Background: an optimization exercise with open tools, aiming at small area. Do not read the settings as production practice.
Only simulation tests tie the RTL to the original design; equivalence was not proved.
Power and IR drop assume default switching activity.

Design audio_controller, start of the top module:
module audio_controller #(
parameter SYSCLK = 50
) (
input           clk,
input           rst,
input  [4:0]    sw_address,
input           sw_read,
input           sw_write,
input           sw_select,
input  [31:0]   sw_wrdata,
output [31:0]   sw_rddata,
input           i2c_SDA_i,
output          i2c_SDA_w,
output          i2c_SDA_o,
output          i2c_SCL_w,
output          i2c_SCL_o,
output          bclk,
output          mclk,
output          daclrc,
output          dacdat,
output          adclrc,
input           adcdat,
input  [31:0]   dac_data_in,
input           dac_data_wr,
output          dac_fifo_full,
output [31:0]   adc_data_out,
input           adc_data_rd,
output          adc_fifo_empty
);
==> flow/config.mk <==
export PLATFORM = sky130hd
export DESIGN_NAME = audio_controller
export DESIGN_NICKNAME = audio_controller
export VERILOG_FILES = /design/flow/design.v
export SDC_FILE = /design/flow/constraint.sdc
export NUM_CORES = 4
export LEC_CHECK = 0
export CAP_MARGIN = 20
export CORE_MARGIN = 2
export CORE_UTILIZATION = 40
export CTS_BUF_LIST = sky130_fd_sc_hd__clkbuf_16
export CTS_CLUSTER_DIAMETER = 80
export CTS_CLUSTER_SIZE = 30
export PLACE_DENSITY = 0.6
export SLEW_MARGIN = 20
==> flow/constraint.sdc <==
create_clock -name core_clock -period 20.0 [get_ports {clk}]
set_input_delay 4.0000 -clock core_clock [delete_from_list [all_inputs] [get_ports {clk}]]
set_output_delay 4.0000 -clock core_clock [all_outputs]
set_load 0.01 [all_outputs]
run.sh (not shown) runs the stock make flow with config.mk's settings and CLKGATE_MAP_FILE= SYNTH_SCRIPT=/design/flow/synth_recipe.tcl, a recipe that flattens the netlist after the stock synthesis.
The first run ran to the end with no violations.
Edit:
==> flow/flow/run.sh (new file) <==
#!/bin/bash
# The standard layout, with two changes:
# - the smallest buffer (buf_1) as the port buffer that global placement puts
#   on every input and output;
# - clock tree synthesis without dummy loads.
set -euo pipefail
export BUFFER_PORTS_ARGS="-buffer_cell sky130_fd_sc_hd__buf_1"
export CTS_ARGS="-sink_clustering_enable -repair_clock_nets -dont_use_dummy_load -buf_list sky130_fd_sc_hd__clkbuf_8 -sink_clustering_size 18 -sink_clustering_max_diameter 100"
bash standard.sh finish > standard_flow.log 2>&1
==> flow/standard.sh (new file) <==
#!/bin/bash
# synth_recipe.tcl (not shown) runs the flow's synth.tcl, then flattens the netlist and writes it again
# the make line also repeats each setting of config.mk as NAME=value (left out here)
make -C /OpenROAD-flow-scripts/flow DESIGN_CONFIG=/design/flow/config.mk WORK_HOME=/design/flow/orfs CLKGATE_MAP_FILE= SYNTH_SCRIPT=/design/flow/synth_recipe.tcl "${@:-finish}"
--- a/flow/config.mk
+++ b/flow/config.mk
@@ -11,3 +11,3 @@
-export CTS_BUF_LIST = sky130_fd_sc_hd__clkbuf_16
-export CTS_CLUSTER_DIAMETER = 80
-export CTS_CLUSTER_SIZE = 30
+export CTS_BUF_LIST = sky130_fd_sc_hd__clkbuf_8
+export CTS_CLUSTER_DIAMETER = 60
+export CTS_CLUSTER_SIZE = 20
removed: flow/run.sh
=>
- clock-buffer cell count rose by 5
- worst setup slack gains 240 ps
- clock skew rises by 63 ps
- register-to-register slack gets better by 300 ps
- power fell by 12%
- wire length hardly moves
- final cell count came out lower by about 0.9%
- die area stays the same
- via count went down by 0.45%
- area after synthesis is unchanged
- utilization falls by 3.3 points
Edit:
==> flow/flow/run.sh (replaced) <==
#!/bin/bash
# The standard layout, with three changes:
# - synthesis maps logic with ORFS's speed script minus its final buffering
#   and gate up/down-sizing passes (flow/abc_speed.script); the rest of the
#   synthesis script, and so every register, is the standard one;
# - the smallest buffer (buf_1) as the port buffer that global placement puts
#   on every input and output;
# - clock tree synthesis without dummy loads.
set -euo pipefail
export BUFFER_PORTS_ARGS="-buffer_cell sky130_fd_sc_hd__buf_1"
export CTS_ARGS="-sink_clustering_enable -repair_clock_nets -dont_use_dummy_load -buf_list sky130_fd_sc_hd__clkbuf_8 -sink_clustering_size 20 -sink_clustering_max_diameter 60"
rm -rf scripts_abc
cp -r "$FLOW_HOME/scripts" scripts_abc
cp flow/abc_speed.script scripts_abc/abc_speed.script
SCRIPTS_DIR="$PWD/scripts_abc" bash standard.sh synth > synth_flow.log 2>&1
bash standard.sh finish > standard_flow.log 2>&1
==> flow/flow/abc_speed.script (new file) <==
&get -n
&st
&dch
&nf
&st
&syn2
&if -g -K 6
&synch2
&nf
&st
&syn2
&if -g -K 6
&synch2
&nf
&st
&syn2
&if -g -K 6
&synch2
&nf
&st
&syn2
&if -g -K 6
&synch2
&nf
&st
&syn2
&if -g -K 6
&synch2
&nf
&put
topo
stime -c
Effect: The new run passed the timing, design-rule and antenna checks; core utilization climbs by 0.48 points; global-route usage climbs by 1.2 points; synthesized area drops by 1.6%; die area drops by 1.5%; wire length climbs by 3.3%; clock-buffer cell count climbs by 6; maximum frequency climbs by 1.1%; critical path depth does not change; power climbs by 2.6%; final cell count drops by 1.6%.
Edit:
==> flow/flow/run.sh (replaced) <==
#!/bin/bash
# The standard layout, with two changes:
# - the smallest buffer (buf_1) as the port buffer that global placement puts
#   on every input and output;
# - clock tree synthesis without dummy loads.
set -euo pipefail
export BUFFER_PORTS_ARGS="-buffer_cell sky130_fd_sc_hd__buf_1"
export CTS_ARGS="-sink_clustering_enable -repair_clock_nets -dont_use_dummy_load -buf_list sky130_fd_sc_hd__clkbuf_8 -sink_clustering_size 20 -sink_clustering_max_diameter 60"
bash standard.sh finish > standard_flow.log 2>&1
--- a/flow/config.mk
+++ b/flow/config.mk
@@ -10,5 +10,2 @@
-export CORE_UTILIZATION = 40
-export CTS_BUF_LIST = sky130_fd_sc_hd__clkbuf_8
-export CTS_CLUSTER_DIAMETER = 60
-export CTS_CLUSTER_SIZE = 20
-export PLACE_DENSITY = 0.6
+export CORE_UTILIZATION = 60
+export PLACE_DENSITY = 0.75
removed: flow/flow/abc_speed.script
Outcome: Worst hold slack improves by 16 ps. Global-route usage goes up by 5.4 points. Synthesized area went up slightly. Routed wire length fell by a little under a tenth. Non-clock buffer count shrinks by 4. Total power fell by a few percent. Setup slack improves by 23 ps. Synthesized cell count increases by a few percent. Final area fell slightly.
Edit:
--- a/flow/config.mk
+++ b/flow/config.mk
@@ -10,2 +10,5 @@
-export CORE_UTILIZATION = 60
-export PLACE_DENSITY = 0.75
+export CORE_UTILIZATION = 40
+export CTS_BUF_LIST = sky130_fd_sc_hd__clkbuf_8
+export CTS_CLUSTER_DIAMETER = 60
+export CTS_CLUSTER_SIZE = 20
+export PLACE_DENSITY = 0.6
What happened: Clock skew grows by 3.1 ps; via count shrinks slightly; non-clock buffer count shrinks by 1; die area grows by well over a third; area after synthesis does not change; clock power grows by roughly a tenth.
Edit:
==> flow/run.sh (new file) <==
#!/bin/bash
# synth_recipe.tcl (not shown) runs the flow's synth.tcl, then flattens the netlist and writes it again
# the make line also repeats each setting of config.mk as NAME=value (left out here)
make -C /OpenROAD-flow-scripts/flow DESIGN_CONFIG=/design/flow/config.mk WORK_HOME=/design/flow/orfs CLKGATE_MAP_FILE= SYNTH_SCRIPT=/design/flow/synth_recipe.tcl finish
removed: flow/flow/run.sh
removed: flow/standard.sh
Core utilization goes up by 2.8 points.
Maximum frequency decreases by a few percent.
Wire length came out higher slightly.
Worst setup slack got worse by 370 ps.
Design area is higher by a few percent.
Sequential power barely changes.
Flip-flop and latch count stays the same.
Total power rises by a little under a tenth.
First-iteration DRC count decreases by about a fifth.
Clock-buffer cell count came out higher by 3.
Sequential share of layout area fell by 4.0 points.

-- separate check: timing with driven ports --
In the flow no input, the clock included, has a driving cell. The finished layouts below were timed again as built, in two steps. Step 1: set_driving_cell puts a clkbuf_16 on clk and a buf_2 on each other input, an assumption about the parent block. Step 2, shift: input delay + t, output delay - t, t = (earliest + latest rising clock arrival at the registers) / 2. This alone moves slack from input paths to output paths. a / b / c = no drivers / after step 1 / after step 2; a / b = the first two.
| run | shift t [ns] | setup WS [ns] | worst hold slack (ns) | worst setup path after step 2 | slew at the worst register clock pin (ns) |
|---|---|---|---|---|---|
| the first run | 0.609 | 12.816 / 12.760 / 13.170 | 0.472 / 0.472 / 0.472 | input to register | 0.12 / 0.12 |
| the second run | 0.646 | 13.054 / 13.002 / 13.504 | 0.459 / 0.459 / 0.459 | input to register | 0.12 / 0.12 |
| the third run | 0.625 | 13.133 / 13.085 / 13.490 | 0.437 / 0.437 / 0.437 | input to register | 0.12 / 0.12 |
| the fourth run | 0.631 | 13.156 / 13.111 / 13.592 | 0.453 / 0.453 / 0.453 | input to register | 0.12 / 0.12 |
| the fifth run | 0.615 | 13.135 / 13.083 / 13.532 | 0.450 / 0.450 / 0.450 | input to register | 0.12 / 0.12 |
| the sixth run | 0.637 | 12.761 / 12.712 / 13.160 | 0.473 / 0.473 / 0.473 | input to register | 0.12 / 0.12 |
After both steps every run listed still meets setup and hold.
